This is an optimization exercise on Yosys and OpenROAD, whose aim is small area, not a production implementation.
The RTL was checked by simulation tests, not by an equivalence proof against the original design.
Power and IR drop assume default switching activity.

### flow/config.mk
export PLATFORM = sky130hd
export DESIGN_NAME = etcpu_top
export DESIGN_NICKNAME = etcpu_top
export VERILOG_FILES = /design/flow/design.v
export SDC_FILE = /design/flow/constraint.sdc
export NUM_CORES = 4
export LEC_CHECK = 0
export CAP_MARGIN = 20
export CORE_MARGIN = 2
export CORE_UTILIZATION = 40
export SLEW_MARGIN = 20
### flow/constraint.sdc
create_clock -name core_clock -period 15.0 [get_ports {clk}]
set_input_delay 3.0000 -clock core_clock [delete_from_list [all_inputs] [get_ports {clk}]]
set_output_delay 3.0000 -clock core_clock [all_outputs]
set_load 0.01 [all_outputs]
### flow/design.v
module decode_regfile (
   input  logic          clk    ,
   input  logic          rst_n  ,
   input  logic [ 5-1:0] wa     ,
   input  logic [32-1:0] wd     ,
   input  logic [ 5-1:0] rs1    ,
   input  logic          rf1_en ,  
   input  logic [ 3-1:0] fw1    ,  
   input  logic [ 5-1:0] rs2    ,
   input  logic          rf2_en ,
   input  logic [ 3-1:0] fw2    ,
   input  logic [32-1:0] ex_dat ,
   input  logic [32-1:0] ma_dat ,
   output logic [32-1:0] rd1    ,
   output logic [32-1:0] rd2
);
logic [31:1][32-1:0] rf ;
logic [32-1:0]       wdr ;
logic [31:1]         we ;
logic [31:1]         s1, s2 ;
assign wdr = wd & {32{rst_n}} ;
genvar i ;
generate
   for (i=1; i<32; i++) begin: gen_rf
      assign we[i] = ~rst_n | (wa == i[4:0]) ;
      assign s1[i] = rf1_en & (rs1 == i[4:0]) ;
      assign s2[i] = rf2_en & (rs2 == i[4:0]) ;
      always_ff @(posedge clk)
         if (we[i]) rf[i] <= wdr ;
   end
endgenerate
always_comb begin
   rd1 = ({32{fw1[0]}} & ex_dat) | ({32{fw1[1]}} & ma_dat) | ({32{fw1[2]}} & wd) ;
   rd2 = ({32{fw2[0]}} & ex_dat) | ({32{fw2[1]}} & ma_dat) | ({32{fw2[2]}} & wd) ;
   for (int k=1; k<32; k++) begin
      rd1 = rd1 | ({32{s1[k]}} & rf[k]) ;
      rd2 = rd2 | ({32{s2[k]}} & rf[k]) ;
   end
end
endmodule
module execute_alu (
   input  logic [ 4-1:0] op ,
   input  logic [32-1:0] a  ,
   input  logic [32-1:0] b  ,
   output logic [32-1:0] y
);
logic          op_add, op_sub, op_and, op_or, op_xor, op_slt, op_sltu, op_sll, op_srl ;
logic          sub_mode ;
logic [34-1:0] sum ;
logic          lt_u, lt_s ;
logic [32-1:0] sh_in, sh_out, sh_res ;
assign op_add  = op == 4'd1 ;
assign op_sub  = op == 4'd2 ;
assign op_and  = op == 4'd3 ;
assign op_or   = op == 4'd4 ;
assign op_xor  = op == 4'd5 ;
assign op_slt  = op == 4'd6 ;
assign op_sltu = op == 4'd7 ;
assign op_sll  = op == 4'd8 ;
assign op_srl  = op == 4'd9 ;
assign sub_mode = op_sub | op_slt | op_sltu ;
assign sum  = {1'b0, a, 1'b1} + {1'b0, b ^ {32{sub_mode}}, sub_mode} ;
assign lt_u = ~sum[33] ;
assign lt_s = (a[31] ^ b[31]) ? a[31] : sum[32] ;
genvar i ;
generate
   for (i=0; i<32; i++) begin: gen_rev
      assign sh_in[i]  = op_sll ? a[31-i] : a[i] ;
      assign sh_res[i] = op_sll ? sh_out[31-i] : sh_out[i] ;
   end
endgenerate
assign sh_out = sh_in >> b[4:0] ;
assign y = ({32{op_add | op_sub}} & sum[32:1])          |
           ({32{op_and}}          & (a & b))            |
           ({32{op_or }}          & (a | b))            |
           ({32{op_xor}}          & (a ^ b))            |
           ({32{op_sll | op_srl}} & sh_res)             |
           {31'b0, (op_slt & lt_s) | (op_sltu & lt_u)} ;
endmodule
module etcpu_mng_regs #(
   parameter int APB_ADD_W = 4 ,  
   parameter int APB_DAT_W = 32   
)(
   input  logic                  clk   ,
   input  logic                  rst_n ,
   output logic [32-1:0]         etcpu_mng_regs_cfg_trap_hdlr_addr        ,
   input  logic                  etcpu_mng_regs_exc_inst_addr_mis_hw_next ,
   input  logic                  etcpu_mng_regs_exc_inst_addr_oob_hw_next ,
   input  logic                  etcpu_mng_regs_exc_main_addr_mis_hw_next ,
   input  logic                  etcpu_mng_regs_exc_main_addr_oob_hw_next ,
   input  logic [ 8-1:0]         etcpu_mng_regs_epc_val_hw_next           ,
   input  logic                  etcpu_mng_regs_epc_val_hw_we             ,
   output logic                  etcpu_mng_regs___intr                    ,
   input  logic [APB_ADD_W-1:0]  paddr   ,
   input  logic [3-1:0]          pprot   ,
   input  logic                  psel    ,
   input  logic                  penable ,
   input  logic                  pwrite  ,
   input  logic [APB_DAT_W-1:0]  pwdata  ,
   input  logic [APB_DAT_W/8-1:0] pstrb  ,
   input  logic                  pwakeup ,
   output logic                  pready  ,
   output logic [APB_DAT_W-1:0]  prdata  ,
   output logic                  pslverr
);
logic [32-1:0] cfg_trap_hdlr_addr ;
logic [ 4-1:0] exc                ;  
logic [ 8-1:0] epc_val            ;  
logic          addr_ok  ;
logic          wr_acc   ;
logic          wr_cfg   ;
logic          wr_exc   ;
logic [ 4-1:0] exc_set  ;
logic [ 4-1:0] exc_clr  ;
assign addr_ok = (paddr[1:0]==2'b00) & (paddr[APB_ADD_W-1:2] < 3) ;
assign wr_acc  = psel & penable & pwrite & addr_ok ;
assign wr_cfg  = wr_acc & (paddr[APB_ADD_W-1:2]==0) ;
assign wr_exc  = wr_acc & (paddr[APB_ADD_W-1:2]==1) ;
genvar BYTE_IDX ;
generate
   for (BYTE_IDX=0; BYTE_IDX<4; BYTE_IDX++) begin: gen_cfg_loop
      always_ff @(posedge clk)
         if (!rst_n)
            cfg_trap_hdlr_addr[BYTE_IDX*8 +: 8] <= 8'h0 ;
         else if (wr_cfg & pstrb[BYTE_IDX])
            cfg_trap_hdlr_addr[BYTE_IDX*8 +: 8] <= pwdata[BYTE_IDX*8 +: 8] ;
      assign exc_clr[BYTE_IDX] = wr_exc & pstrb[BYTE_IDX] & pwdata[BYTE_IDX*8] ;
   end
endgenerate
assign exc_set = { etcpu_mng_regs_exc_main_addr_oob_hw_next ,
                   etcpu_mng_regs_exc_main_addr_mis_hw_next ,
                   etcpu_mng_regs_exc_inst_addr_oob_hw_next ,
                   etcpu_mng_regs_exc_inst_addr_mis_hw_next } ;
always_ff @(posedge clk) if (!rst_n) exc <= 4'h0 ; else exc <= exc_set | (exc & ~exc_clr) ;
always_ff @(posedge clk) if (!rst_n) epc_val <= 8'h0 ; else if (etcpu_mng_regs_epc_val_hw_we) epc_val <= etcpu_mng_regs_epc_val_hw_next ;
assign etcpu_mng_regs_cfg_trap_hdlr_addr = cfg_trap_hdlr_addr ;
assign etcpu_mng_regs___intr             = |exc_set ;  
assign pready  = 1'b1 ;
assign pslverr = psel & penable & ~addr_ok ;
always_comb begin
   prdata = '0 ;
   if (psel & ~pwrite & addr_ok) begin
      case (paddr[APB_ADD_W-1:2])
         0       : prdata = cfg_trap_hdlr_addr ;
         1       : prdata = {7'h0, exc[3], 7'h0, exc[2], 7'h0, exc[1], 7'h0, exc[0]} ;
         default : prdata = {24'h0, epc_val} ;
      endcase
   end
end
endmodule
module etcpu_top #(
   parameter  int INST_MEM_BYTE_ADD_W =  8 ,  
   parameter  int MAIN_MEM_BYTE_ADD_W =  8 ,  
   parameter  int APB_ADD_W           =  4 ,  
   parameter  int APB_DAT_W           = 32 ,  
   localparam int APB_STRB_W     = int'(APB_DAT_W/8)    
)(
   input  logic                  clk                ,  
   input  logic                  rst_n              ,  
   input  logic [APB_ADD_W -1:0] mng_apb4_s_paddr   ,
   input  logic [3         -1:0] mng_apb4_s_pprot   ,
   input  logic                  mng_apb4_s_psel    ,
   input  logic                  mng_apb4_s_penable ,
   input  logic                  mng_apb4_s_pwrite  ,
   input  logic [APB_DAT_W -1:0] mng_apb4_s_pwdata  ,
   input  logic [APB_STRB_W-1:0] mng_apb4_s_pstrb   ,
   input  logic                  mng_apb4_s_pwakeup ,
   output logic                  mng_apb4_s_pready  ,
   output logic [APB_DAT_W -1:0] mng_apb4_s_prdata  ,
   output logic                  mng_apb4_s_pslverr ,
   output logic                  exc_evnt_agg       ,  
   output logic                  main_mem_cs        ,  
   output logic                  main_mem_wen       ,  
   output logic [32-1:0]         main_mem_addr      ,  
   output logic [32-1:0]         main_mem_dat_in    ,  
   input  logic [32-1:0]         main_mem_dat_out   ,  
   output logic [32-1:0]         inst_mem_addr      ,  
   input  logic [32-1:0]         inst_mem_dat_out      
);
localparam logic [6:0] OP_LUI    = 7'b0110111 ;
localparam logic [6:0] OP_AUIPC  = 7'b0010111 ;
localparam logic [6:0] OP_IMM    = 7'b0010011 ;
localparam logic [6:0] OP_RR     = 7'b0110011 ;
localparam logic [6:0] OP_LOAD   = 7'b0000011 ;
localparam logic [6:0] OP_STORE  = 7'b0100011 ;
localparam logic [6:0] OP_JAL    = 7'b1101111 ;
localparam logic [6:0] OP_JALR   = 7'b1100111 ;
localparam logic [6:0] OP_BRANCH = 7'b1100011 ;
localparam logic [3:0] A_ZERO = 4'd0 , A_ADD = 4'd1 , A_SUB = 4'd2 , A_AND = 4'd3 , A_OR  = 4'd4 ,
                       A_XOR  = 4'd5 , A_SLT = 4'd6 , A_SLTU = 4'd7, A_SLL = 4'd8 , A_SRL = 4'd9 ;
logic [ 8-1:0] pc          ;
logic [32-1:0] if2id_inst  ;
logic [ 8-1:0] if2id_pc    ;
logic          if2id_taken ;
logic [ 9-1:0] if2id_ntpc  ;  
logic [ 4-1:0] id2ex_op    ;  
logic          id2ex_br    ;  
logic          id2ex_pinv  ;  
logic          id2ex_jalr  ;
logic          id2ex_jal   ;  
logic          id2ex_ld    ;
logic          id2ex_st    ;
logic [ 2-1:0] id2ex_msk   ;  
logic [ 5-1:0] id2ex_dst   ;  
logic [ 9-1:0] id2ex_pc4   ;
logic [ 9-1:0] id2ex_ntpc  ;
logic [32-1:0] id2ex_a     ;
logic [32-1:0] id2ex_b     ;
logic [32-1:0] id2ex_rd2   ;
logic [32-1:0] ex2ma_dat   ;
logic [32-1:0] ex2ma_rd2   ;
logic [ 9-1:0] ex2ma_pc4   ;
logic          ex2ma_ld    ;
logic          ex2ma_st    ;
logic          ex2ma_jal   ;
logic [ 2-1:0] ex2ma_msk   ;
logic [ 5-1:0] ex2ma_dst   ;
logic [32-1:0] ma2wb_dat   ;
logic [ 5-1:0] ma2wb_dst   ;
logic [32-1:0] cfg_trap_hdlr_addr ;
logic          exc_inst_addr_mis , exc_inst_addr_oob ;
logic          exc_main_addr_mis , exc_main_addr_oob ;
logic          flush      ;
logic [ 9-1:0] flush_pc   ;  
logic          bubble     ;
logic [32-1:0] y          ;  
logic [32-1:0] ex_fwd_dat ;
logic [32-1:0] wb_dat     ;
logic [ 5-1:0] wb_dst     ;
logic [32-1:0] finst ;
logic          f_jal, f_taken ;
logic [ 9-1:0] p4, pb, pj ;     
logic [ 9-1:0] pb_sum, pj_sum ;
logic [ 5-1:0] bhi ;
logic [13-1:0] jhi ;
logic [ 9-1:0] pcnu ;
logic          trap ;
assign finst   = flush ? 32'h00000033 : inst_mem_dat_out ;
assign f_jal   = finst[6:0] == OP_JAL ;
assign f_taken = finst[6:0] == OP_BRANCH & finst[31] ;
assign p4 = {1'b0, pc} + 9'd4 ;
assign bhi    = {finst[31], finst[7], finst[30:28]} ;
assign pb_sum = {1'b0, pc} + {1'b0, finst[27:25], finst[11:8], 1'b0} ;
assign pb     = {~((bhi == 5'h00 & ~pb_sum[8]) | (bhi == 5'h1f & pb_sum[8])), pb_sum[7:0]} ;
assign jhi    = {finst[31], finst[19:12], finst[20], finst[30:28]} ;
assign pj_sum = {1'b0, pc} + {1'b0, finst[27:21], 1'b0} ;
assign pj     = {~((jhi == 13'h0000 & ~pj_sum[8]) | (jhi == 13'h1fff & pj_sum[8])), pj_sum[7:0]} ;
assign pcnu = flush   ? flush_pc      :
              bubble  ? {1'b0, pc}    :
              f_jal   ? pj            :
              f_taken ? pb            :
                        p4            ;
assign exc_inst_addr_mis = |pcnu[1:0] ;
assign exc_inst_addr_oob = pcnu[8] ;
assign trap = exc_inst_addr_mis | exc_inst_addr_oob | exc_main_addr_mis | exc_main_addr_oob ;
assign inst_mem_addr = {24'h0, pc} ;
always_ff @(posedge clk)
   if (!rst_n) begin
      pc          <= 8'h0 ;
      if2id_inst  <= 32'h0 ;
      if2id_pc    <= 8'h0 ;
      if2id_taken <= 1'b0 ;
      if2id_ntpc  <= 9'h0 ;
   end else begin
      pc          <= trap ? cfg_trap_hdlr_addr[7:0] : pcnu[7:0] ;
      if (!bubble) if2id_inst <= finst ;
      if2id_pc    <= pc ;
      if2id_taken <= f_taken ;
      if2id_ntpc  <= f_taken ? p4 : pb ;
   end
logic [32-1:0] inst ;
logic [ 7-1:0] opcode ;
logic [ 3-1:0] f3 ;
logic          is_lui, is_auipc, is_imm, is_rr, is_load, is_store, is_jal, is_jalr, is_branch ;
logic          rd1_re, rd2_re ;
logic [ 5-1:0] rs1, rs2 ;
logic [ 5-1:0] ex_dst, ma_dst ;
logic          ex1, ma1, wb1, ex2, ma2, wb2 ;
logic [32-1:0] imm ;
logic [32-1:0] rd1, rd2 ;
logic [ 4-1:0] alu_op ;
logic          kill ;
assign inst   = if2id_inst ;
assign opcode = inst[6:0] ;
assign f3     = inst[14:12] ;
assign rs1    = inst[19:15] ;
assign rs2    = inst[24:20] ;
assign is_lui    = opcode == OP_LUI    ;
assign is_auipc  = opcode == OP_AUIPC  ;
assign is_imm    = opcode == OP_IMM    ;
assign is_rr     = opcode == OP_RR     ;
assign is_load   = opcode == OP_LOAD   ;
assign is_store  = opcode == OP_STORE  ;
assign is_jal    = opcode == OP_JAL    ;
assign is_jalr   = opcode == OP_JALR   ;
assign is_branch = opcode == OP_BRANCH ;
assign rd1_re = is_imm | is_rr | is_load | is_store | is_jalr | is_branch ;
assign rd2_re =          is_rr           | is_store           | is_branch ;
assign ex_dst = id2ex_dst ;
assign ma_dst = wb_dst    ;
assign ex1 = rd1_re & (ex_dst    != 5'h0) & (ex_dst    == rs1) ;
assign ma1 = rd1_re & (ma_dst    != 5'h0) & (ma_dst    == rs1) & ~ex1 ;
assign wb1 = rd1_re & (ma2wb_dst != 5'h0) & (ma2wb_dst == rs1) & ~ex1 & ~ma1 ;
assign ex2 = rd2_re & (ex_dst    != 5'h0) & (ex_dst    == rs2) ;
assign ma2 = rd2_re & (ma_dst    != 5'h0) & (ma_dst    == rs2) & ~ex2 ;
assign wb2 = rd2_re & (ma2wb_dst != 5'h0) & (ma2wb_dst == rs2) & ~ex2 & ~ma2 ;
assign bubble = id2ex_ld & (ex1 | ex2) ;
assign kill   = flush | bubble ;
decode_regfile i_regfile (
   .clk    (clk                                  ),
   .rst_n  (rst_n                                ),
   .wa     (ma2wb_dst                            ),
   .wd     (ma2wb_dat                            ),
   .rs1    (rs1                                  ),
   .rf1_en (~(ex1 | ma1 | wb1) & ~is_auipc       ),
   .fw1    ({wb1, ma1, ex1}                      ),
   .rs2    (rs2                                  ),
   .rf2_en (~(ex2 | ma2 | wb2)                   ),
   .fw2    ({wb2, ma2, ex2}                      ),
   .ex_dat (ex_fwd_dat                           ),
   .ma_dat (wb_dat                               ),
   .rd1    (rd1                                  ),
   .rd2    (rd2                                  )
);
always_comb begin
   case (opcode)
      OP_LUI, OP_AUIPC : imm = {inst[31:12], 12'b0} ;
      OP_STORE         : imm = {{21{inst[31]}}, inst[30:25], inst[11:7]} ;
      OP_JAL           : imm = {{12{inst[31]}}, inst[19:12], inst[20], inst[30:21], 1'b0} ;
      OP_BRANCH        : imm = {{20{inst[31]}}, inst[7], inst[30:25], inst[11:8], 1'b0} ;
      default          : imm = {{21{inst[31]}}, inst[30:20]} ;
   endcase
end
always_comb begin
   alu_op = A_ZERO ;
   if (is_rr) begin
      case ({inst[30], f3})
         4'b0000 : alu_op = A_ADD  ;
         4'b1000 : alu_op = A_SUB  ;
         4'b0111 : alu_op = A_AND  ;
         4'b0110 : alu_op = A_OR   ;
         4'b0100 : alu_op = A_XOR  ;
         4'b0010 : alu_op = A_SLT  ;
         4'b0011 : alu_op = A_SLTU ;
         4'b0101 : alu_op = A_SRL  ;
         4'b1101 : alu_op = A_SRL  ;  
         4'b0001 : alu_op = A_SLL  ;
         default : alu_op = A_ZERO ;
      endcase
   end else if (is_imm) begin
      case (f3)
         3'b000  : alu_op = A_ADD  ;
         3'b010  : alu_op = A_SLT  ;
         3'b011  : alu_op = A_SLTU ;
         3'b100  : alu_op = A_XOR  ;
         3'b110  : alu_op = A_OR   ;
         3'b111  : alu_op = A_AND  ;
         3'b001  : alu_op = inst[30] ? A_ZERO : A_SLL ;
         default : alu_op = A_SRL  ;
      endcase
   end else if (is_branch) begin
      case (f3)
         3'b111         : alu_op = A_SLTU ;
         3'b100, 3'b101 : alu_op = A_SLT  ;
         3'b000, 3'b001 : alu_op = A_XOR  ;
         default        : alu_op = A_ZERO ;
      endcase
   end else if (is_load | is_store | is_jal | is_jalr | is_lui | is_auipc) begin
      alu_op = A_ADD ;
   end
end
always_ff @(posedge clk)
   if (!rst_n) begin
      id2ex_op   <= A_ZERO ;
      id2ex_br   <= 1'b0 ;
      id2ex_pinv <= 1'b0 ;
      id2ex_jalr <= 1'b0 ;
      id2ex_jal  <= 1'b0 ;
      id2ex_ld   <= 1'b0 ;
      id2ex_st   <= 1'b0 ;
      id2ex_msk  <= 2'b0 ;
      id2ex_dst  <= 5'h0 ;
      id2ex_pc4  <= 9'h0 ;
      id2ex_ntpc <= 9'h0 ;
      id2ex_a    <= 32'h0 ;
      id2ex_b    <= 32'h0 ;
      id2ex_rd2  <= 32'h0 ;
   end else begin
      id2ex_op   <= kill ? A_ADD : alu_op ;  
      id2ex_br   <= ~kill & is_branch ;
      id2ex_pinv <= if2id_taken ^ (f3 == 3'b111 | f3 == 3'b101 | f3 == 3'b000) ;
      id2ex_jalr <= ~kill & is_jalr ;
      id2ex_jal  <= ~kill & (is_jal | is_jalr) ;
      id2ex_ld   <= ~kill & is_load ;
      id2ex_st   <= ~kill & is_store ;
      id2ex_msk  <= kill ? 2'b00 : {f3[1], f3[1:0] != 2'b00} ;
      id2ex_dst  <= (kill | is_store | is_branch) ? 5'h0 : inst[11:7] ;
      id2ex_pc4  <= {1'b0, if2id_pc} + 9'd4 ;
      id2ex_ntpc <= if2id_ntpc ;
      id2ex_a    <= rd1 | {24'h0, if2id_pc & {8{is_auipc}}} ;
      id2ex_b    <= (is_rr | is_branch) ? rd2 : imm ;
      id2ex_rd2  <= rd2 ;
   end
execute_alu i_alu (
   .op (id2ex_op ),
   .a  (id2ex_a  ),
   .b  (id2ex_b  ),
   .y  (y        )
);
assign flush      = id2ex_jalr | (id2ex_br & (id2ex_pinv ^ (|y))) ;
assign flush_pc   = id2ex_jalr ? {|y[31:8], y[7:0]} : id2ex_ntpc ;
assign ex_fwd_dat = id2ex_jal ? {23'h0, id2ex_pc4} : y ;
always_ff @(posedge clk)
   if (!rst_n) begin
      ex2ma_dat <= 32'h0 ;
      ex2ma_rd2 <= 32'h0 ;
      ex2ma_pc4 <= 9'h0 ;
      ex2ma_ld  <= 1'b0 ;
      ex2ma_st  <= 1'b0 ;
      ex2ma_jal <= 1'b0 ;
      ex2ma_msk <= 2'b0 ;
      ex2ma_dst <= 5'h0 ;
   end else begin
      ex2ma_dat <= y ;
      ex2ma_rd2 <= id2ex_rd2 ;
      ex2ma_pc4 <= id2ex_pc4 ;
      ex2ma_ld  <= id2ex_ld ;
      ex2ma_st  <= id2ex_st ;
      ex2ma_jal <= id2ex_jal ;
      ex2ma_msk <= (flush & id2ex_br) ? 2'b00 : id2ex_msk ;  
      ex2ma_dst <= id2ex_dst ;
   end
logic          lsu   ;
logic          exc_m ;
logic [32-1:0] mask  ;
assign lsu   = ex2ma_ld | ex2ma_st ;
assign exc_main_addr_mis = lsu & (|ex2ma_dat[1:0]) ;
assign exc_main_addr_oob = lsu & (|ex2ma_dat[31:8]) ;
assign exc_m = exc_main_addr_mis | exc_main_addr_oob ;
assign mask  = {{16{ex2ma_msk[1]}}, {8{ex2ma_msk[0]}}, 8'hff} ;
assign wb_dat = ex2ma_ld  ? (main_mem_dat_out & mask) :
                ex2ma_jal ? {23'h0, ex2ma_pc4}        :
                            ex2ma_dat                 ;
assign wb_dst = exc_m ? 5'h0 : ex2ma_dst ;
assign main_mem_cs     = 1'b1 ;
assign main_mem_wen    = ex2ma_st & ~exc_m ;
assign main_mem_addr   = ex2ma_dat ;
assign main_mem_dat_in = ex2ma_rd2 & mask ;
always_ff @(posedge clk)
   if (!rst_n) begin
      ma2wb_dat <= 32'h0 ;
      ma2wb_dst <= 5'h0 ;
   end else begin
      ma2wb_dat <= wb_dat ;
      ma2wb_dst <= wb_dst ;
   end
etcpu_mng_regs i_etcpu_mng_regs (
   .clk   (clk   ),
   .rst_n (rst_n ),
   .etcpu_mng_regs_cfg_trap_hdlr_addr        (cfg_trap_hdlr_addr ),
   .etcpu_mng_regs_exc_inst_addr_mis_hw_next (exc_inst_addr_mis  ),
   .etcpu_mng_regs_exc_inst_addr_oob_hw_next (exc_inst_addr_oob  ),
   .etcpu_mng_regs_exc_main_addr_mis_hw_next (exc_main_addr_mis  ),
   .etcpu_mng_regs_exc_main_addr_oob_hw_next (exc_main_addr_oob  ),
   .etcpu_mng_regs_epc_val_hw_next           (pc                 ),
   .etcpu_mng_regs_epc_val_hw_we             (exc_evnt_agg       ),
   .etcpu_mng_regs___intr                    (exc_evnt_agg       ),
   .paddr   (mng_apb4_s_paddr   ),
   .pprot   (mng_apb4_s_pprot   ),
   .psel    (mng_apb4_s_psel    ),
   .penable (mng_apb4_s_penable ),
   .pwrite  (mng_apb4_s_pwrite  ),
   .pwdata  (mng_apb4_s_pwdata  ),
   .pstrb   (mng_apb4_s_pstrb   ),
   .pwakeup (mng_apb4_s_pwakeup ),
   .pready  (mng_apb4_s_pready  ),
   .prdata  (mng_apb4_s_prdata  ),
   .pslverr (mng_apb4_s_pslverr )
);
endmodule
### flow/run.sh
#!/bin/bash
# synth_recipe.tcl (not shown) runs the flow's synth.tcl, then flattens the netlist and writes it again
# the make line also repeats each setting of config.mk as NAME=value (left out here)
make -C /OpenROAD-flow-scripts/flow DESIGN_CONFIG=/design/flow/config.mk WORK_HOME=/design/flow/orfs CLKGATE_MAP_FILE= SYNTH_SCRIPT=/design/flow/synth_recipe.tcl finish
==> metrics.md, run 1 <==
| Metric | Value |
|---|---|
| Ys flop type | `edfxtp_1` |
| Routed len/inst | `43.0 um` |
| Cts bufs inserted | `approximately 140` |
| Netlist Area Pre-Place | `~64,000 um2` |
| Commonest cells after routing, fill and taps aside | `992 x edfxtp_1, 490 x a22oi_1, 354 x dfxtp_1, 308 x nor2_1, 280 x a221oi_1` |
| Initial antenna violation count | `26` |
| Nets | `5,904` |
| RSZ-0062 raised after global routing | `no` |
| Placer Congestion | `~1.0` |
| Fillers | `14,500` |
| Synth Area in Compound Gates | `0.206` |
| XOR/XNOR Fraction of Synth Area | `0.0125` |
| WP data required | `12.00 ns` |
| Yosys warnings | `3` |
| Post-CTS setup buffers | `0` |
| Root Driver | `clkbuf_16` |
| Total wire length | `339 mm` |
| CP Max Fanout | `15` |
| Largest net degree at the start of global routing | `about 120` |
| IO buf count | `~220` |
| Critical Path Sink | `exc_evnt_agg` |
| CP Capture Type | `output port` |
| Area share of the largest cell type after synthesis | `0.463` |
| Vias | `59,000` |
| Crit share post-route | `0.953` |
| Gr usage total | `0.400` |
| Share of layout cells above drive strength 1 | `0.106` |
| Worst Max-Slew Pin Slew | `~1.5 ns` |
| Critical R2R Launch | `id2ex_op[2]` |
| Footprint of the multi-input gates | `around 26,000 um2` |
| CTS tree | `done` |
| Min Hold Slack | `0.429 ns` |
| Status | `complete, but fails checks` |
| Number of synthesized register bits | `1,347` |
| Setup violators final | `0` |
| Via density | `between 7 and 8` |
| Number of H-tree levels | `4` |
| Fin area | `74,800 um2` |
| Max incr delay on CP | `~0.86 ns` |
| Die X | `405 um` |
| Post-synthesis area per instance | `11.7 um2` |
| Cell Rows | `147` |
| Clock transition at the registers of the reported paths | `0.06 ns` |
| Data arrival, critical path | `11.29 ns` |
| Mux contribution to synthesized area | `0.0268` |
| # DRC | `0` |
| Synth unique cells | `94` |
| Synth Area in Adders | `0.0244` |
| Clock Latency Late Sink | `0.82 ns` |
| Commonest non-fill, non-tap cell in the layout | `edfxtp_1` |
| Seq/Total Area, Yosys | `0.574` |
| Area leader, netlist | `edfxtp_1` |
| Die Y | `405 um` |
| WS Path Type | `reg2out` |
| Number of synthesized flops with an enable pin | `992` |
| CTS sink cnt | `1,347` |
| Clk_skew | `roughly 0.052 ns` |
| Antenna-violating nets left | `0` |
| Hold-fix buffers, CTS | `0` |
| Max Cap Viol | `2` |
| Top cells by area, synth | `edfxtp_1 46%, dfxtp_1 11%, a22oi_1 5.7%, a221oi_1 3.8%, a22o_1 3.8%` |
| Fin crit period | `roughly 14 ns` |
| Post-route setup TNS | `0 ns` |
| Failed Checks | `capacitance limit` |
| Placed Instance Area | `~70,000 um2` |
| First-iteration detailed-routing DRC count | `12,400` |
| Vias in the first global route | `54,100` |
| Core ar. | `160,000 um2` |
| I/O pin count | `246` |
| R2R depth | `32` |
| Simple-Gate Fraction of Synth Area | `0.122` |
| Clk buf depth | `3` |
| Final Util | `0.467` |
| Top cell by count, worst path | `buf_4` |
| Area grow syn2layout | `16.3%` |
| Max Fclk | `70.0 MHz` |
| Setup crit start | `id2ex_op[2]` |
| PostCTS Resize Cnt | `0` |
| Rel. slew slack | `-0.00904` |
| FF-to-FF setup slack | `4.51 ns` |
| First-pass GRT wire length | `452 mm` |
| Register area | `36,900 um2` |
| CP Launch Type | `register` |
| Worst r2r dst | `pc[7]` |
| Starting density of the core | `0.402` |
| Slowest cell on crit path | `nor4_1` |
| Lkg Pwr | `0.0262 uW` |
| Final Hold Viols | `0` |
| Final Max Tran Viols | `2` |
| Hold crit path type | `reg2reg` |
| Drt pass-1 iters | `14` |
| Fraction of registers with async set/reset | `0` |
| Worst vdd ir | `0.131 mV` |
| GRT overflow | `0` |
| Combinational family with the most area after synthesis | `compound AO/OA/AOI/OAI gates` |
| Pwr/cell area | `between 100 and 150 nW/um2` |
| Die area | `164,000 um2` |
| Detail Placement HPWL | `207 mm` |
| Synth Instances | `5,500` |
-- cells by family after synthesis --
kind of cell | Yosys count
adder cells (fa/ha/maj) | 124
AND/OR/NAND/NOR | 1493
AO/OA/AOI/OAI | 1743
buffers and inverters | 536
XOR/XNOR | 92
other | 2
multiplexers | 163
flip-flops | 1347
-- layout make-up --
type | instances | area share
diodes | 17 | 0.000569
clock buffers | 192 | 0.0529
clock inverters | 72 | 0.0105
inverters | 98 | 0.00499
multi-input cells | 3641 | 0.351
flip-flops and latches | 1347 | 0.494
well taps | 2086 | 0.0349
repair buffers | 435 | 0.0517
-- worst max-delay path: cells and delay by family, from the launching register on --
| kind | cells | cell delay, ns |
|---|---|---|
| simple gates | 16 | 4.83 |
| compound gates | 10 | 2.81 |
| buf+inv | 5 | 1.44 |
| flops | 1 | 0.64 |
| fa+ha+maj | 2 | 0.63 |
| xor+xnor | 1 | 0.16 |
-- metrics by stage --
stage	setup WS (ns)	total power, uW	instances
after floorplan	4.03	4630	5524
after global placement	1.73	5060	7604
after detailed placement	1.86	5060	7607
after CTS	0.981	8610	7871
after global routing	0.229	8820	7871
final	0.707	8690	7888
-- state kept, by name, summed over array words and instances, names as in the netlist, 9 cells and up, named ones only --
register and cells:
i_etcpu_mng_regs.cfg_trap_hdlr_addr 32, id2ex_b 32, i_regfile.rf 992, id2ex_rd2 32, ex2ma_dat 32, if2id_inst 32
ex2ma_pc4 9, ma2wb_dat 32, id2ex_a 32, id2ex_pc4 9, ex2ma_rd2 32
-- report_power, final --
part	total [uW]	switching, uW	internal, uW	leakage [uW]
registers	4260	133	4130	0.0131
clock network	3630	1580	2050	0.00230
logic	798	585	212	0.0108
total	8690	2300	6390	0.0262
-- worst min-delay path by stage --
stage	startpoint	to	cells after the start
final	if2id_ntpc[7]	id2ex_ntpc[7]	1
after detailed placement	id2ex_rd2[5]	ex2ma_rd2[5]	1
after CTS	id2ex_rd2[5]	ex2ma_rd2[5]	1
after global placement	id2ex_rd2[27]	ex2ma_rd2[27]	1
after global routing	if2id_ntpc[4]	id2ex_ntpc[4]	1
after floorplan	if2id_pc[2]	id2ex_pc4[2]	1
-- cell usage after synthesis, types with 19 or more instances --
master and n:
nor2_1 358, nand2b_1 35, buf_1 59, a21o_1 19, nand2_1 204, inv_1 97
o211ai_1 21, and2_1 247, xor2_1 24, buf_4 35, xnor2_1 68, a211oi_1 47
mux2i_1 142, a21oi_1 172, dfxtp_1 355, nand3_1 111, clkbuf_1 329, and3_1 46
nand4_1 183, a22o_1 276, edfxtp_1 992, nor4_1 55, a221oi_1 280, or3_1 21
o21a_1 20, o21ai_0 174, a222oi_1 55, nor3_1 121, a22oi_1 490, ha_1 122
-- layer usage --
metal	routed length (um)	track usage	vias to the layer above
met5	343	0.00654	-
met4	30500	0.264	30
met3	56900	0.186	1907
met2	137000	0.571	6141
met1	115000	0.481	28600
li1	-	-	22300
==> inputs of run 2 (changes only) <==
--- a/flow/design.v
+++ b/flow/design.v
@@ -236,14 +236,14 @@
 logic [ 9-1:0] pcnu ;
 logic          trap ;
 assign finst   = flush ? 32'h00000033 : inst_mem_dat_out ;
-assign f_jal   = finst[6:0] == OP_JAL ;
-assign f_taken = finst[6:0] == OP_BRANCH & finst[31] ;
+assign f_jal   = inst_mem_dat_out[6:0] == OP_JAL ;
+assign f_taken = inst_mem_dat_out[6:0] == OP_BRANCH & inst_mem_dat_out[31] ;
 assign p4 = {1'b0, pc} + 9'd4 ;
-assign bhi    = {finst[31], finst[7], finst[30:28]} ;
-assign pb_sum = {1'b0, pc} + {1'b0, finst[27:25], finst[11:8], 1'b0} ;
+assign bhi    = {inst_mem_dat_out[31], inst_mem_dat_out[7], inst_mem_dat_out[30:28]} ;
+assign pb_sum = {1'b0, pc} + {1'b0, inst_mem_dat_out[27:25], inst_mem_dat_out[11:8], 1'b0} ;
 assign pb     = {~((bhi == 5'h00 & ~pb_sum[8]) | (bhi == 5'h1f & pb_sum[8])), pb_sum[7:0]} ;
-assign jhi    = {finst[31], finst[19:12], finst[20], finst[30:28]} ;
-assign pj_sum = {1'b0, pc} + {1'b0, finst[27:21], 1'b0} ;
+assign jhi    = {inst_mem_dat_out[31], inst_mem_dat_out[19:12], inst_mem_dat_out[20], inst_mem_dat_out[30:28]} ;
+assign pj_sum = {1'b0, pc} + {1'b0, inst_mem_dat_out[27:21], 1'b0} ;
 assign pj     = {~((jhi == 13'h0000 & ~pj_sum[8]) | (jhi == 13'h1fff & pj_sum[8])), pj_sum[7:0]} ;
 assign pcnu = flush   ? flush_pc      :
               bubble  ? {1'b0, pc}    :
@@ -265,8 +265,8 @@
       pc          <= trap ? cfg_trap_hdlr_addr[7:0] : pcnu[7:0] ;
       if (!bubble) if2id_inst <= finst ;
       if2id_pc    <= pc ;
-      if2id_taken <= f_taken ;
-      if2id_ntpc  <= f_taken ? p4 : pb ;
+      if2id_taken <= ~flush & f_taken ;
+      if2id_ntpc  <= flush ? {1'b0, pc} : f_taken ? p4 : pb ;
    end
 logic [32-1:0] inst ;
 logic [ 7-1:0] opcode ;
==> metrics.md, run 2 <==
| Metric | Value |
|---|---|
| Synth unique cells | `98` |
| Worst vdd ir | `0.0924 mV` |
| First-pass GRT wire length | `about 440 mm` |
| Combinational family with the most area after synthesis | `compound AO/OA/AOI/OAI gates` |
| Crit share post-route | `0.875` |
| CP Capture Type | `output port` |
| Initial antenna violation count | `19` |
| Slowest cell on crit path | `nor3b_1` |
| Hold-fix buffers, CTS | `0` |
| Hold-critical path depth | `1` |
| Placed insts | `7,691` |
| Drt pass-1 iters | `12` |
| Core ar. | `160,000 um2` |
| Final Hold Viols | `0` |
| Commonest cells post-synth | `992 x edfxtp_1, 397 x a22oi_1, 363 x nor2_1, 355 x dfxtp_1, 337 x a221oi_1` |
| Synth Area in Adders | `0.0242` |
| Critical path, cell by cell | `nor2b_1 -> nand2_2 -> xnor2_1 -> ha_1 -> nand2_1 -> o21ai_0 -> a211oi_1 -> a211oi_1 -> nor4_1 -> nor4b_1 -> o311ai_0 -> nor3b_1 -> and2_1 -> a311oi_2 -> a311oi_4 -> buf_4 -> mux2_4 -> nand2_1 -> clkdlybuf4s50_1` |
| Area share of the largest cell type after synthesis | `0.461` |
| Die X | `406 um` |
| WS Path Type | `reg2out` |
| Max Fclk | `76.2 MHz` |
| Final Max Tran Viols | `0` |
| Worst Max-Slew Pin Slew | `1.33 ns` |
| Simple-Gate Fraction of Synth Area | `0.122` |
| Mux contribution to synthesized area | `0.0305` |
| Max incr delay on CP | `roughly 0.96 ns` |
| I/O pin count | `246` |
| Area leader, netlist | `edfxtp_1` |
| Post-CTS setup buffers | `0` |
| Data arrival, critical path | `10.13 ns` |
| WP data required | `around 12 ns` |
| Fin area | `74,600 um2` |
| Vias in the first global route | `54,100` |
| Top cells by area, synth | `edfxtp_1 46%, dfxtp_1 11%, a22oi_1 4.6%, a221oi_1 4.6%, a22o_1 3.8%` |
| Max reg flops | `between 900 and 1,000` |
| First-iteration detailed-routing DRC count | `12,000` |
| Largest net degree at the start of global routing | `98` |
| Die area | `165,000 um2` |
| Antenna-violating nets left | `0` |
| CTS sink cnt | `1,347` |
| Min Hold Slack | `0.429 ns` |
| Starting density of the core | `0.403` |
| Yosys warnings | `3` |
| Rel. slew slack | `0.109` |
| Vias | `58,800` |
| Max Cap Viol | `0` |
| Hold Startpoint | `id2ex_rd2[11]` |
| IO buf count | `215` |
| Post-Layout Cell Count | `around 8,000` |
| R2R depth | `21` |
| Placer Congestion | `1.04` |
| Status | `no timing/DRC/antenna violations` |
| Pwr/cell area | `~120 nW/um2` |
| Hold Path End | `ex2ma_rd2[11]` |
| Clk_skew | `around 0.04 ns` |
| Largest Register | `i_regfile.rf` |
| Final Power | `8640 uW` |
| Total wire length | `around 330 mm` |
| Seq/Total Area, Yosys | `0.571` |
| Gr usage total | `0.392` |
| CP Launch Type | `register` |
| Hold crit path type | `reg2reg` |
| GRT overflow | `0` |
| Placed Instance Area | `69,900 um2` |
| # DRC | `0` |
| Root Driver | `clkbuf_16` |
| Number of H-tree levels | `4` |
| Fillers | `14,400` |
| RSZ-0062 raised after global routing | `no` |
| Share of layout cells above drive strength 1 | `0.103` |
| Detail Placement HPWL | `between 150 and 200 mm` |
| Fin crit period | `13.13 ns` |
| Synth Instances | `5,552` |
| Lkg Pwr | `approximately 0.026 uW` |
| Commonest cells after routing, fill and taps aside | `992 x edfxtp_1, 397 x a22oi_1, 353 x dfxtp_1, 337 x a221oi_1, 315 x nor2_1` |
| CP Max Fanout | `a little over 60` |
| Netlist Area Pre-Place | `64,600 um2` |
| Fraction of registers with async set/reset | `0` |
| Cell Rows | `147` |
| Clock transition at the registers of the reported paths | `approximately 0.06 ns` |
| Post-route setup TNS | `0 ns` |
| Die Y | `406 um` |
| XOR/XNOR Fraction of Synth Area | `0.0126` |
| Area grow syn2layout | `15.5%` |
| Cts bufs inserted | `~140` |
| Post-synthesis area per instance | `11.6 um2` |
| Commonest non-fill, non-tap cell in the layout | `edfxtp_1` |
| Nets | `5,913` |
| Register area | `36,900 um2` |
| Via density | `~7.4` |
| Routed len/inst | `41.8 um` |
| Clock Latency Late Sink | `0.82 ns` |
| Footprint of the multi-input gates | `26,400 um2` |
| Synth Area in Compound Gates | `0.205` |
| CTS tree | `done` |
| Number of synthesized register bits | `1,347` |
| Clk buf depth | `3` |
| Most frequent cell after synthesis | `edfxtp_1` |
| FF-to-FF setup slack | `5.96 ns` |
| Critical R2R Launch | `id2ex_op[1]` |
| Number of synthesized flops with an enable pin | `around 990` |
| PostCTS Resize Cnt | `0` |
| Ys flop type | `edfxtp_1` |
| Setup violators final | `0` |
[run 2: cell count changes after synthesis, sizes merged, moves of 17 or more]
cell / previous run / this run
a221oi: 281 / 338
o21ai: 177 / 154
nand2: 204 / 297
nor4: 55 / 29
and2: 248 / 210
a22oi: 490 / 397
mux2: 15 / 33
a21oi: 173 / 190
[run 2: kinds of logic after synthesis]
group                    Yosys count
multiplexers                     176
other                              2
adder cells (fa/ha/maj)          124
AND/OR/NAND/NOR                 1541
XOR/XNOR                          93
flip-flops                      1347
buffers and inverters            543
AO/OA/AOI/OAI                   1726
[run 2: worst max-delay path by stage]
stage,start,end,slack (ns)
2_1_floorplan,id2ex_b[0],exc_evnt_agg,6.64
3_3_place_gp,id2ex_op[1],exc_evnt_agg,3.14
3_5_place_dp,id2ex_op[1],exc_evnt_agg,3.16
4_1_cts,id2ex_op[1],exc_evnt_agg,2.24
5_1_grt,id2ex_op[1],exc_evnt_agg,1.86
6_report,id2ex_op[1],exc_evnt_agg,1.87
[run 2: worst max-delay path, delay by kind of cell (launching register included)]
kind	cells	cell delay (ns)
flip-flops	1	0.68
adder cells (fa/ha/maj)	1	0.49
buffers and inverters	2	1.23
multiplexers	1	0.43
AO/OA/AOI/OAI	6	2.18
AND/OR/NAND/NOR	8	3.85
XOR/XNOR	1	0.36
[run 2: through the flow]
stage          utilization  setup WS [ns]
3_3_place_gp         0.436           3.14
3_5_place_dp         0.436           3.16
4_1_cts              0.465           2.24
5_1_grt              0.465           1.86
6_report             0.465           1.87
2_1_floorplan            -           6.64
[run 2: cell type report]
| class | count | share of cell area |
|---|---|---|
| antenna | 21 | 0.000704 |
| clock buffer | 191 | 0.0534 |
| clock inverter | 66 | 0.00850 |
| inverter | 97 | 0.00495 |
| multi-input combinational | 3686 | 0.354 |
| sequential | 1347 | 0.494 |
| tap | 2160 | 0.0362 |
| timing repair buffer | 403 | 0.0478 |
[run 2: power by group]
part	switching, uW	internal [uW]
Combinational	591	216
Clock	1550	2010
Sequential	134	4130
[run 2: layer usage]
metal,part of all wire,GRT usage,wire length [um],vias up
li1,-,-,-,22400
met1,0.34,0.467,112000,28500
met2,0.39,0.546,131000,6094
met3,0.17,0.197,57800,1836
met4,0.094,0.268,31500,30
met5,0.0022,0.0241,738,-
==> inputs of run 3 (changes only) <==
--- a/flow/design.v
+++ b/flow/design.v
@@ -44,11 +44,7 @@
    input  logic [32-1:0] b  ,
    output logic [32-1:0] y
 );
-logic          op_add, op_sub, op_and, op_or, op_xor, op_slt, op_sltu, op_sll, op_srl ;
-logic          sub_mode ;
-logic [34-1:0] sum ;
-logic          lt_u, lt_s ;
-logic [32-1:0] sh_in, sh_out, sh_res ;
+logic op_add, op_sub, op_and, op_or, op_xor, op_slt, op_sltu, op_sll, op_srl ;
 assign op_add  = op == 4'd1 ;
 assign op_sub  = op == 4'd2 ;
 assign op_and  = op == 4'd3 ;
@@ -58,23 +54,44 @@
 assign op_sltu = op == 4'd7 ;
 assign op_sll  = op == 4'd8 ;
 assign op_srl  = op == 4'd9 ;
+logic sub_mode ;
+logic [31:0] bb, p, g, c, sum ;
+logic [8:0] C ;
+logic lt_u, lt_s ;
 assign sub_mode = op_sub | op_slt | op_sltu ;
-assign sum  = {1'b0, a, 1'b1} + {1'b0, b ^ {32{sub_mode}}, sub_mode} ;
-assign lt_u = ~sum[33] ;
-assign lt_s = (a[31] ^ b[31]) ? a[31] : sum[32] ;
-genvar i ;
+assign bb = b ^ {32{sub_mode}} ;
+assign p  = a ^ bb ;
+assign g  = a & bb ;
+assign C[0] = sub_mode ;
+genvar k, i ;
+generate
+   for (k=0; k<8; k++) begin: gen_blk
+      logic [4:0] gg, pp ;
+      assign gg[0] = 1'b0 ;
+      assign pp[0] = 1'b1 ;
+      for (i=0; i<4; i++) begin: gen_bit
+         assign gg[i+1]   = g[4*k+i] | (p[4*k+i] & gg[i]) ;
+         assign pp[i+1]   = p[4*k+i] & pp[i] ;
+         assign c[4*k+i]  = gg[i] | (pp[i] & C[k]) ;
+      end
+      assign C[k+1] = gg[4] | (pp[4] & C[k]) ;
+   end
+endgenerate
+assign sum  = p ^ c ;
+assign lt_u = ~C[8] ;
+assign lt_s = (a[31] ^ b[31]) ? a[31] : sum[31] ;
+logic [31:0] sh_in, sh_out, sh_rev ;
 generate
    for (i=0; i<32; i++) begin: gen_rev
-      assign sh_in[i]  = op_sll ? a[31-i] : a[i] ;
-      assign sh_res[i] = op_sll ? sh_out[31-i] : sh_out[i] ;
+      assign sh_in[i]  = (op_sll & a[31-i]) | (~op_sll & a[i]) ;
+      assign sh_rev[i] = sh_out[31-i] ;
    end
 endgenerate
 assign sh_out = sh_in >> b[4:0] ;
-assign y = ({32{op_add | op_sub}} & sum[32:1])          |
-           ({32{op_and}}          & (a & b))            |
-           ({32{op_or }}          & (a | b))            |
-           ({32{op_xor}}          & (a ^ b))            |
-           ({32{op_sll | op_srl}} & sh_res)             |
+assign y = ({32{op_add | op_sub}} & sum)  |
+           ({32{op_xor | op_or }} & p)    |
+           ({32{op_and | op_or }} & g)    |
+           ({32{op_srl}} & sh_out) | ({32{op_sll}} & sh_rev) |
            {31'b0, (op_slt & lt_s) | (op_sltu & lt_u)} ;
 endmodule
 module etcpu_mng_regs #(
@@ -200,7 +217,7 @@
 logic          id2ex_jal   ;  
 logic          id2ex_ld    ;
 logic          id2ex_st    ;
-logic [ 2-1:0] id2ex_msk   ;  
+logic [ 3-1:0] id2ex_msk   ;  
 logic [ 5-1:0] id2ex_dst   ;  
 logic [ 9-1:0] id2ex_pc4   ;
 logic [ 9-1:0] id2ex_ntpc  ;
@@ -213,7 +230,7 @@
 logic          ex2ma_ld    ;
 logic          ex2ma_st    ;
 logic          ex2ma_jal   ;
-logic [ 2-1:0] ex2ma_msk   ;
+logic [ 3-1:0] ex2ma_msk   ;
 logic [ 5-1:0] ex2ma_dst   ;
 logic [32-1:0] ma2wb_dat   ;
 logic [ 5-1:0] ma2wb_dst   ;
@@ -256,18 +273,18 @@
 assign inst_mem_addr = {24'h0, pc} ;
 always_ff @(posedge clk)
    if (!rst_n) begin
-      pc          <= 8'h0 ;
-      if2id_inst  <= 32'h0 ;
-      if2id_pc    <= 8'h0 ;
-      if2id_taken <= 1'b0 ;
-      if2id_ntpc  <= 9'h0 ;
+      pc                <= 8'h0 ;
+      if2id_inst[11:0]  <= 12'h0 ;
    end else begin
-      pc          <= trap ? cfg_trap_hdlr_addr[7:0] : pcnu[7:0] ;
-      if (!bubble) if2id_inst <= finst ;
-      if2id_pc    <= pc ;
-      if2id_taken <= ~flush & f_taken ;
-      if2id_ntpc  <= flush ? {1'b0, pc} : f_taken ? p4 : pb ;
+      pc                <= trap ? cfg_trap_hdlr_addr[7:0] : pcnu[7:0] ;
+      if (!bubble) if2id_inst[11:0] <= finst[11:0] ;
    end
+always_ff @(posedge clk) begin
+   if (!bubble) if2id_inst[31:12] <= finst[31:12] ;
+   if2id_pc    <= pc ;
+   if2id_taken <= ~flush & f_taken ;
+   if2id_ntpc  <= flush ? {1'b0, pc} : f_taken ? p4 : pb ;
+end
 logic [32-1:0] inst ;
 logic [ 7-1:0] opcode ;
 logic [ 3-1:0] f3 ;
@@ -331,76 +348,63 @@
       default          : imm = {{21{inst[31]}}, inst[30:20]} ;
    endcase
 end
-always_comb begin
-   alu_op = A_ZERO ;
-   if (is_rr) begin
-      case ({inst[30], f3})
-         4'b0000 : alu_op = A_ADD  ;
-         4'b1000 : alu_op = A_SUB  ;
-         4'b0111 : alu_op = A_AND  ;
-         4'b0110 : alu_op = A_OR   ;
-         4'b0100 : alu_op = A_XOR  ;
-         4'b0010 : alu_op = A_SLT  ;
-         4'b0011 : alu_op = A_SLTU ;
-         4'b0101 : alu_op = A_SRL  ;
-         4'b1101 : alu_op = A_SRL  ;  
-         4'b0001 : alu_op = A_SLL  ;
-         default : alu_op = A_ZERO ;
-      endcase
-   end else if (is_imm) begin
-      case (f3)
-         3'b000  : alu_op = A_ADD  ;
-         3'b010  : alu_op = A_SLT  ;
-         3'b011  : alu_op = A_SLTU ;
-         3'b100  : alu_op = A_XOR  ;
-         3'b110  : alu_op = A_OR   ;
-         3'b111  : alu_op = A_AND  ;
-         3'b001  : alu_op = inst[30] ? A_ZERO : A_SLL ;
-         default : alu_op = A_SRL  ;
-      endcase
-   end else if (is_branch) begin
-      case (f3)
-         3'b111         : alu_op = A_SLTU ;
-         3'b100, 3'b101 : alu_op = A_SLT  ;
-         3'b000, 3'b001 : alu_op = A_XOR  ;
-         default        : alu_op = A_ZERO ;
-      endcase
-   end else if (is_load | is_store | is_jal | is_jalr | is_lui | is_auipc) begin
-      alu_op = A_ADD ;
-   end
-end
+logic [ 4-1:0] fn ;
+logic [ 4-1:0] rr_op, imm_op, br_op ;
+assign fn     = {inst[30], f3} ;
+assign rr_op  = (fn == 4'b0000)                   ? A_ADD  :
+                (fn == 4'b1000)                   ? A_SUB  :
+                (fn == 4'b0111)                   ? A_AND  :
+                (fn == 4'b0110)                   ? A_OR   :
+                (fn == 4'b0100)                   ? A_XOR  :
+                (fn == 4'b0010)                   ? A_SLT  :
+                (fn == 4'b0011)                   ? A_SLTU :
+                (fn[2:0] == 3'b101)               ? A_SRL  :  
+                (fn == 4'b0001)                   ? A_SLL  :
+                                                    A_ZERO ;
+assign imm_op = (f3 == 3'b000)                    ? A_ADD  :
+                (f3 == 3'b010)                    ? A_SLT  :
+                (f3 == 3'b011)                    ? A_SLTU :
+                (f3 == 3'b100)                    ? A_XOR  :
+                (f3 == 3'b110)                    ? A_OR   :
+                (f3 == 3'b111)                    ? A_AND  :
+                (f3 == 3'b001)                    ? (inst[30] ? A_ZERO : A_SLL) :
+                                                    A_SRL  ;
+assign br_op  = (f3 == 3'b111)                    ? A_SLTU :
+                (f3 == 3'b100 | f3 == 3'b101)     ? A_SLT  :
+                (f3 == 3'b000 | f3 == 3'b001)     ? A_XOR  :
+                                                    A_ZERO ;
+assign alu_op = is_rr     ? rr_op  :
+                is_imm    ? imm_op :
+                is_branch ? br_op  :
+                (is_load | is_store | is_jal | is_jalr | is_lui | is_auipc) ? A_ADD : A_ZERO ;
 always_ff @(posedge clk)
    if (!rst_n) begin
       id2ex_op   <= A_ZERO ;
       id2ex_br   <= 1'b0 ;
-      id2ex_pinv <= 1'b0 ;
       id2ex_jalr <= 1'b0 ;
       id2ex_jal  <= 1'b0 ;
       id2ex_ld   <= 1'b0 ;
       id2ex_st   <= 1'b0 ;
-      id2ex_msk  <= 2'b0 ;
       id2ex_dst  <= 5'h0 ;
-      id2ex_pc4  <= 9'h0 ;
-      id2ex_ntpc <= 9'h0 ;
-      id2ex_a    <= 32'h0 ;
-      id2ex_b    <= 32'h0 ;
-      id2ex_rd2  <= 32'h0 ;
+      id2ex_msk  <= 3'b000 ;
    end else begin
       id2ex_op   <= kill ? A_ADD : alu_op ;  
       id2ex_br   <= ~kill & is_branch ;
-      id2ex_pinv <= if2id_taken ^ (f3 == 3'b111 | f3 == 3'b101 | f3 == 3'b000) ;
       id2ex_jalr <= ~kill & is_jalr ;
       id2ex_jal  <= ~kill & (is_jal | is_jalr) ;
       id2ex_ld   <= ~kill & is_load ;
       id2ex_st   <= ~kill & is_store ;
-      id2ex_msk  <= kill ? 2'b00 : {f3[1], f3[1:0] != 2'b00} ;
       id2ex_dst  <= (kill | is_store | is_branch) ? 5'h0 : inst[11:7] ;
-      id2ex_pc4  <= {1'b0, if2id_pc} + 9'd4 ;
-      id2ex_ntpc <= if2id_ntpc ;
-      id2ex_a    <= rd1 | {24'h0, if2id_pc & {8{is_auipc}}} ;
-      id2ex_b    <= (is_rr | is_branch) ? rd2 : imm ;
-      id2ex_rd2  <= rd2 ;
+      id2ex_msk  <= kill ? 3'b001 : {f3[1], f3[1:0] != 2'b00, 1'b1} ;
    end
+always_ff @(posedge clk) begin
+   id2ex_rd2  <= rd2 ;
+   id2ex_pinv <= if2id_taken ^ (f3 == 3'b111 | f3 == 3'b101 | f3 == 3'b000) ;
+   id2ex_pc4  <= {1'b0, if2id_pc} + 9'd4 ;
+   id2ex_ntpc <= if2id_ntpc ;
+   id2ex_a    <= rd1 | {24'h0, if2id_pc & {8{is_auipc}}} ;
+   id2ex_b    <= (is_rr | is_branch) ? rd2 : imm ;
+end
 execute_alu i_alu (
    .op (id2ex_op ),
    .a  (id2ex_a  ),
@@ -413,23 +417,23 @@
 always_ff @(posedge clk)
    if (!rst_n) begin
       ex2ma_dat <= 32'h0 ;
-      ex2ma_rd2 <= 32'h0 ;
-      ex2ma_pc4 <= 9'h0 ;
+      ex2ma_msk <= 3'b000 ;
       ex2ma_ld  <= 1'b0 ;
       ex2ma_st  <= 1'b0 ;
       ex2ma_jal <= 1'b0 ;
-      ex2ma_msk <= 2'b0 ;
       ex2ma_dst <= 5'h0 ;
    end else begin
       ex2ma_dat <= y ;
-      ex2ma_rd2 <= id2ex_rd2 ;
-      ex2ma_pc4 <= id2ex_pc4 ;
+      ex2ma_msk <= (flush & id2ex_br) ? 3'b001 : id2ex_msk ;  
       ex2ma_ld  <= id2ex_ld ;
       ex2ma_st  <= id2ex_st ;
       ex2ma_jal <= id2ex_jal ;
-      ex2ma_msk <= (flush & id2ex_br) ? 2'b00 : id2ex_msk ;  
       ex2ma_dst <= id2ex_dst ;
    end
+always_ff @(posedge clk) begin
+   ex2ma_pc4 <= id2ex_pc4 ;
+   ex2ma_rd2 <= id2ex_rd2 ;
+end
 logic          lsu   ;
 logic          exc_m ;
 logic [32-1:0] mask  ;
@@ -437,7 +441,7 @@
 assign exc_main_addr_mis = lsu & (|ex2ma_dat[1:0]) ;
 assign exc_main_addr_oob = lsu & (|ex2ma_dat[31:8]) ;
 assign exc_m = exc_main_addr_mis | exc_main_addr_oob ;
-assign mask  = {{16{ex2ma_msk[1]}}, {8{ex2ma_msk[0]}}, 8'hff} ;
+assign mask  = {{16{ex2ma_msk[2]}}, {8{ex2ma_msk[1]}}, {8{ex2ma_msk[0]}}} ;
 assign wb_dat = ex2ma_ld  ? (main_mem_dat_out & mask) :
                 ex2ma_jal ? {23'h0, ex2ma_pc4}        :
                             ex2ma_dat                 ;
@@ -448,12 +452,11 @@
 assign main_mem_dat_in = ex2ma_rd2 & mask ;
 always_ff @(posedge clk)
    if (!rst_n) begin
-      ma2wb_dat <= 32'h0 ;
       ma2wb_dst <= 5'h0 ;
    end else begin
-      ma2wb_dat <= wb_dat ;
       ma2wb_dst <= wb_dst ;
    end
+always_ff @(posedge clk) ma2wb_dat <= wb_dat ;
 etcpu_mng_regs i_etcpu_mng_regs (
    .clk   (clk   ),
    .rst_n (rst_n ),
==> flow/flow/run.sh (new file) <==
#!/bin/bash
# Own layout flow: the standard flow (standard.sh) with these changes:
#  1. Synthesis is the standard one (same Yosys script, registers mapped by
#     dfflibmap before ABC as usual), but ABC maps the combinational logic
#     with flow/abc_area.script, an area-recovering variant of ORFS's
#     abc_speed.script (delay relaxation instead of buffering/upsizing).
#  2. The port buffers inserted by global placement use
#     sky130_fd_sc_hd__buf_1. Every input and output port still gets one.
#  3. CTS runs with sink clusters of up to 20 flops within 100 um and
#     without dummy loads; the tree is still built from the root, so every
#     register gets its clock through buffers.
# Everything else (floorplan, power grid, taps, placement, routing) is the
# standard flow. All tool logs stay in orfs/logs; standard.sh's own output
# goes to standard.log.
set -o pipefail
W=$(pwd)
cp standard.sh standard.sh.log
rm -rf "$W/scripts_area"
cp -r "$FLOW_HOME/scripts" "$W/scripts_area"
cp "$W/flow/abc_area.script" "$W/scripts_area/abc_speed.script"
export SCRIPTS_DIR="$W/scripts_area"
export BUFFER_PORTS_ARGS="-buffer_cell sky130_fd_sc_hd__buf_1"
export CTS_ARGS="-sink_clustering_enable -repair_clock_nets -sink_clustering_size 20 -sink_clustering_max_diameter 100 -dont_use_dummy_load"
bash standard.sh > "$W/standard.log" 2>&1
rc=$?
grep -h "abc -script" -r "$W/orfs/logs" 2>/dev/null | head -1 | cut -c1-200 >> "$W/standard.log"
exit $rc
==> flow/flow/abc_area.script (new file) <==
&get -n
&st
&dch
&nf -R 1000 -p
&st
&syn2
&if -g -K 6
&synch2
&nf -R 1000 -p
&st
&syn2
&if -g -K 6
&synch2
&nf -R 1000 -p
&st
&dch -f
&nf -R 1000 -p -a
&put
topo
stime -c
==> flow/standard.sh (new file) <==
#!/bin/bash
# synth_recipe.tcl (not shown) runs the flow's synth.tcl, then flattens the netlist and writes it again
# the make line also repeats each setting of config.mk as NAME=value (left out here)
make -C /OpenROAD-flow-scripts/flow DESIGN_CONFIG=/design/flow/config.mk WORK_HOME=/design/flow/orfs CLKGATE_MAP_FILE= SYNTH_SCRIPT=/design/flow/synth_recipe.tcl "${@:-finish}"
--- a/flow/config.mk
+++ b/flow/config.mk
@@ -5,7 +5,10 @@
 export SDC_FILE = /design/flow/constraint.sdc
 export NUM_CORES = 4
 export LEC_CHECK = 0
-export CAP_MARGIN = 20
+export CAP_MARGIN = 35
 export CORE_MARGIN = 2
-export CORE_UTILIZATION = 40
+export CORE_UTILIZATION = 35
+export CTS_CLUSTER_DIAMETER = 100
+export CTS_CLUSTER_SIZE = 20
+export PLACE_DENSITY = 0.5
 export SLEW_MARGIN = 20
removed: flow/run.sh
==> metrics.md, run 3 <==
| Metric | Value |
|---|---|
| Status | `no timing/DRC/antenna violations` |
| Clk buf depth | `3` |
| Hold Startpoint | `id2ex_rd2[20]` |
| Ys flop type | `edfxtp_1` |
| GR Util met3 | `0.155` |
| Synth unique cells | `68` |
| Post-route setup TNS | `0 ns` |
| Placed Instance Area | `64,700 um2` |
| Cell Rows | `149` |
| Worst r2r dst | `i_etcpu_mng_regs.epc_val[2]` |
| Fraction of registers with async set/reset | `0` |
| Nets | `5,282` |
| Worst vdd ir | `0.0782 mV` |
| R2R depth | `30` |
| CTS sink cnt | `1,345` |
| RSZ-0062 raised after global routing | `no` |
| Top cells by area, synth | `edfxtp_1 52%, dfxtp_1 11%, a22oi_1 4.5%, a222oi_1 4.1%, a221oi_1 2.6%` |
| Top cell by count, worst path | `buf_4` |
| Largest Register | `i_regfile.rf` |
| Clk_skew | `0.129 ns` |
| Total wire length | `~330 mm` |
| Commonest cells post-synth | `1,012 x edfxtp_1, 367 x nand2_1, 345 x a22oi_1, 336 x nor2_1, 333 x dfxtp_1` |
| Core ar. | `165,000 um2` |
| Hold-critical path depth | `0` |
| Rel. slew slack | `0.255` |
| Final Max Tran Viols | `0` |
| Critical Path Sink | `exc_evnt_agg` |
| Gr usage total | `0.375` |
| Placer Congestion | `0.982` |
| Final Hold Viols | `0` |
| Vias | `52,800` |
| Setup violators final | `0` |
| Vias in the first global route | `48,600` |
| Min Hold Slack | `0.322 ns` |
| Final Power | `7430 uW` |
| Synth Instances | `4,559` |
| Footprint of the multi-input gates | `21,800 um2` |
| Max Cap Viol | `0` |
| Initial antenna violation count | `39` |
| Via density | `7.22` |
| Final Util | `0.405` |
| Register area | `approximately 37,000 um2` |
| CP Capture Type | `output port` |
| Drt pass-1 iters | `13` |
| Clock transition at the registers of the reported paths | `0.09 ns` |
| Max Fclk | `around 78 MHz` |
| Die area | `between 150,000 and 200,000 um2` |
| WP data required | `roughly 12 ns` |
| Data arrival, critical path | `9.89 ns` |
| Area leader, netlist | `edfxtp_1` |
| Number of synthesized register bits | `1,345` |
| Die X | `412 um` |
| Post-CTS setup buffers | `0` |
| Number of synthesized flops with an enable pin | `1,012` |
| Seq/Total Area, Yosys | `0.637` |
| Critical R2R Launch | `id2ex_op[0]` |
| Area share of the largest cell type after synthesis | `0.523` |
| Fillers | `15,500` |
| # DRC | `0` |
| CP Launch Type | `register` |
| Max reg flops | `992` |
| Yosys warnings | `3` |
| Crit share post-route | `0.860` |
| PostCTS Resize Cnt | `0` |
| WS Path Type | `reg2out` |
| Die Y | `between 400 and 500 um` |
| Setup crit start | `id2ex_op[0]` |
| Antenna-violating nets left | `0` |
| Netlist Area Pre-Place | `58,100 um2` |
| Fin crit period | `12.89 ns` |
| Routed len/inst | `45.0 um` |
| Commonest cells after routing, fill and taps aside | `1,012 x edfxtp_1, 367 x nand2_1, 345 x a22oi_1, 331 x dfxtp_1, 274 x nor2_1` |
| GRT overflow | `0` |
| Grt met1 use | `0.464` |
| FF-to-FF setup slack | `5.69 ns` |
| IO buf count | `roughly 220` |
| Lkg Pwr | `approximately 0.023 uW` |
| Cts bufs inserted | `a little under 80` |
| Worst Max-Slew Pin Slew | `1.12 ns` |
| Slowest cell on crit path | `or4_1` |
| First-pass GRT wire length | `432 mm` |
| I/O pin count | `246` |
| Clock Latency Late Sink | `0.77 ns` |
| GR peak layer | `met2` |
| Commonest non-fill, non-tap cell in the layout | `edfxtp_1` |
| Hold-fix buffers, CTS | `0` |
| Share of layout cells above drive strength 1 | `0.0892` |
| Most frequent cell after synthesis | `edfxtp_1` |
| Met2 Usage GRT | `0.535` |
| CP Max Fanout | `36` |
| CTS tree | `done` |
| Hold crit path type | `reg2reg` |
| Starting density of the core | `0.352` |
| Max incr delay on CP | `0.73 ns` |
| Detail Placement HPWL | `roughly 200 mm` |
| First-iteration detailed-routing DRC count | `between 10,000 and 15,000` |
| Largest net degree at the start of global routing | `83` |
| Post-synthesis area per instance | `about 13 um2` |
| Number of H-tree levels | `3` |
| Fin area | `66,900 um2` |
| Pwr/cell area | `111 nW/um2` |
| Root Driver | `clkbuf_16` |
| Area grow syn2layout | `15.0%` |
## run 3: changes by cell type after synthesis, sizes merged, moves of 95 or more
| cell | before | now |
|---|---|---|
| clkbuf | 336 | 0 |
| inv | 95 | 0 |
| a22o | 283 | 151 |
| a221oi | 338 | 170 |
| mux2i | 131 | 30 |
| a222oi | 41 | 239 |
## run 3: through the flow
step           instances  worst slack [ns]
4_1_cts             7293              2.17
3_3_place_gp        7183              2.88
2_1_floorplan       4583              1.71
5_1_grt             7302              1.39
3_5_place_dp        7214              2.94
6_report            7311              2.11
## run 3: power by group
part           switching [uW]  internal [uW]
Combinational             668            230
Sequential                147           4180
Clock                    1270            937
Total                    2090           5340
## run 3: layout make-up
type	instances	area share
clock buffers	79	0.0296
well taps	2189	0.0410
repair buffers	477	0.0478
inverters	30	0.00168
multi-input cells	3182	0.325
diodes	9	0.000337
flip-flops and latches	1345	0.554
## run 3: how the worst min path moves through the flow
stage,endpoint,slack [ns]
2_1_floorplan,ex2ma_rd2[0],0.31
6_report,ex2ma_rd2[20],0.32
3_3_place_gp,ex2ma_rd2[14],0.31
3_5_place_dp,ex2ma_rd2[14],0.31
4_1_cts,ex2ma_rd2[20],0.32
5_1_grt,ex2ma_rd2[8],0.32
## run 3: cell families (layout without fill, tap and decap cells)
family / after synthesis / count (layout) / synth area share
xor+xnor: 91 / 91 / 0.0137
flops: 1345 / 1345 / 0.637
simple gates: 1434 / 1434 / 0.123
compound gates: 1536 / 1536 / 0.200
fa+ha+maj: 54 / 54 / 0.0128
mux: 41 / 41 / 0.00768
other cells: 2 / 35 / 0.000129
buf+inv: 56 / 586 / 0.00529
## run 3: routing by layer
layer	routed length, um	vias to the layer above
li1	-	20000
met1	115000	26100
met2	135000	5134
met3	51800	1498
met4	27000	36
met5	253	-
## run 3: critical path: cells and delay by family, from the launching register on
family | cells | cell delay (ns)
adder cells (fa/ha/maj) | 2 | 0.78
flip-flops | 1 | 0.61
XOR/XNOR | 2 | 0.29
AO/OA/AOI/OAI | 8 | 2.65
buffers and inverters | 6 | 1.97
AND/OR/NAND/NOR | 11 | 2.84

==> re-timing with driven ports <==
Ports are ideal in the flow. The routed layouts listed here were re-timed in OpenROAD.
Step 1 assumes that a clkbuf_16 drives the clock port and a buf_2 every other input.
Step 2 adds t to the input delays and takes it off the output delays; t is the mean of the earliest and latest rising clock arrival at the registers after step 1. Input paths then give back, and output paths get back, about the clock's delay inside the block.
a / b / c = no drivers / after step 1 / after step 2; a / b = the first two.
run	shift t [ns]	setup WS [ns]	pins driven straight from the clock port
run 1	0.870	0.707 / 0.627 / 1.497	1
run 2	0.885	1.873 / 1.790 / 2.675	1
run 3	0.794	2.106 / 2.019 / 2.814	1
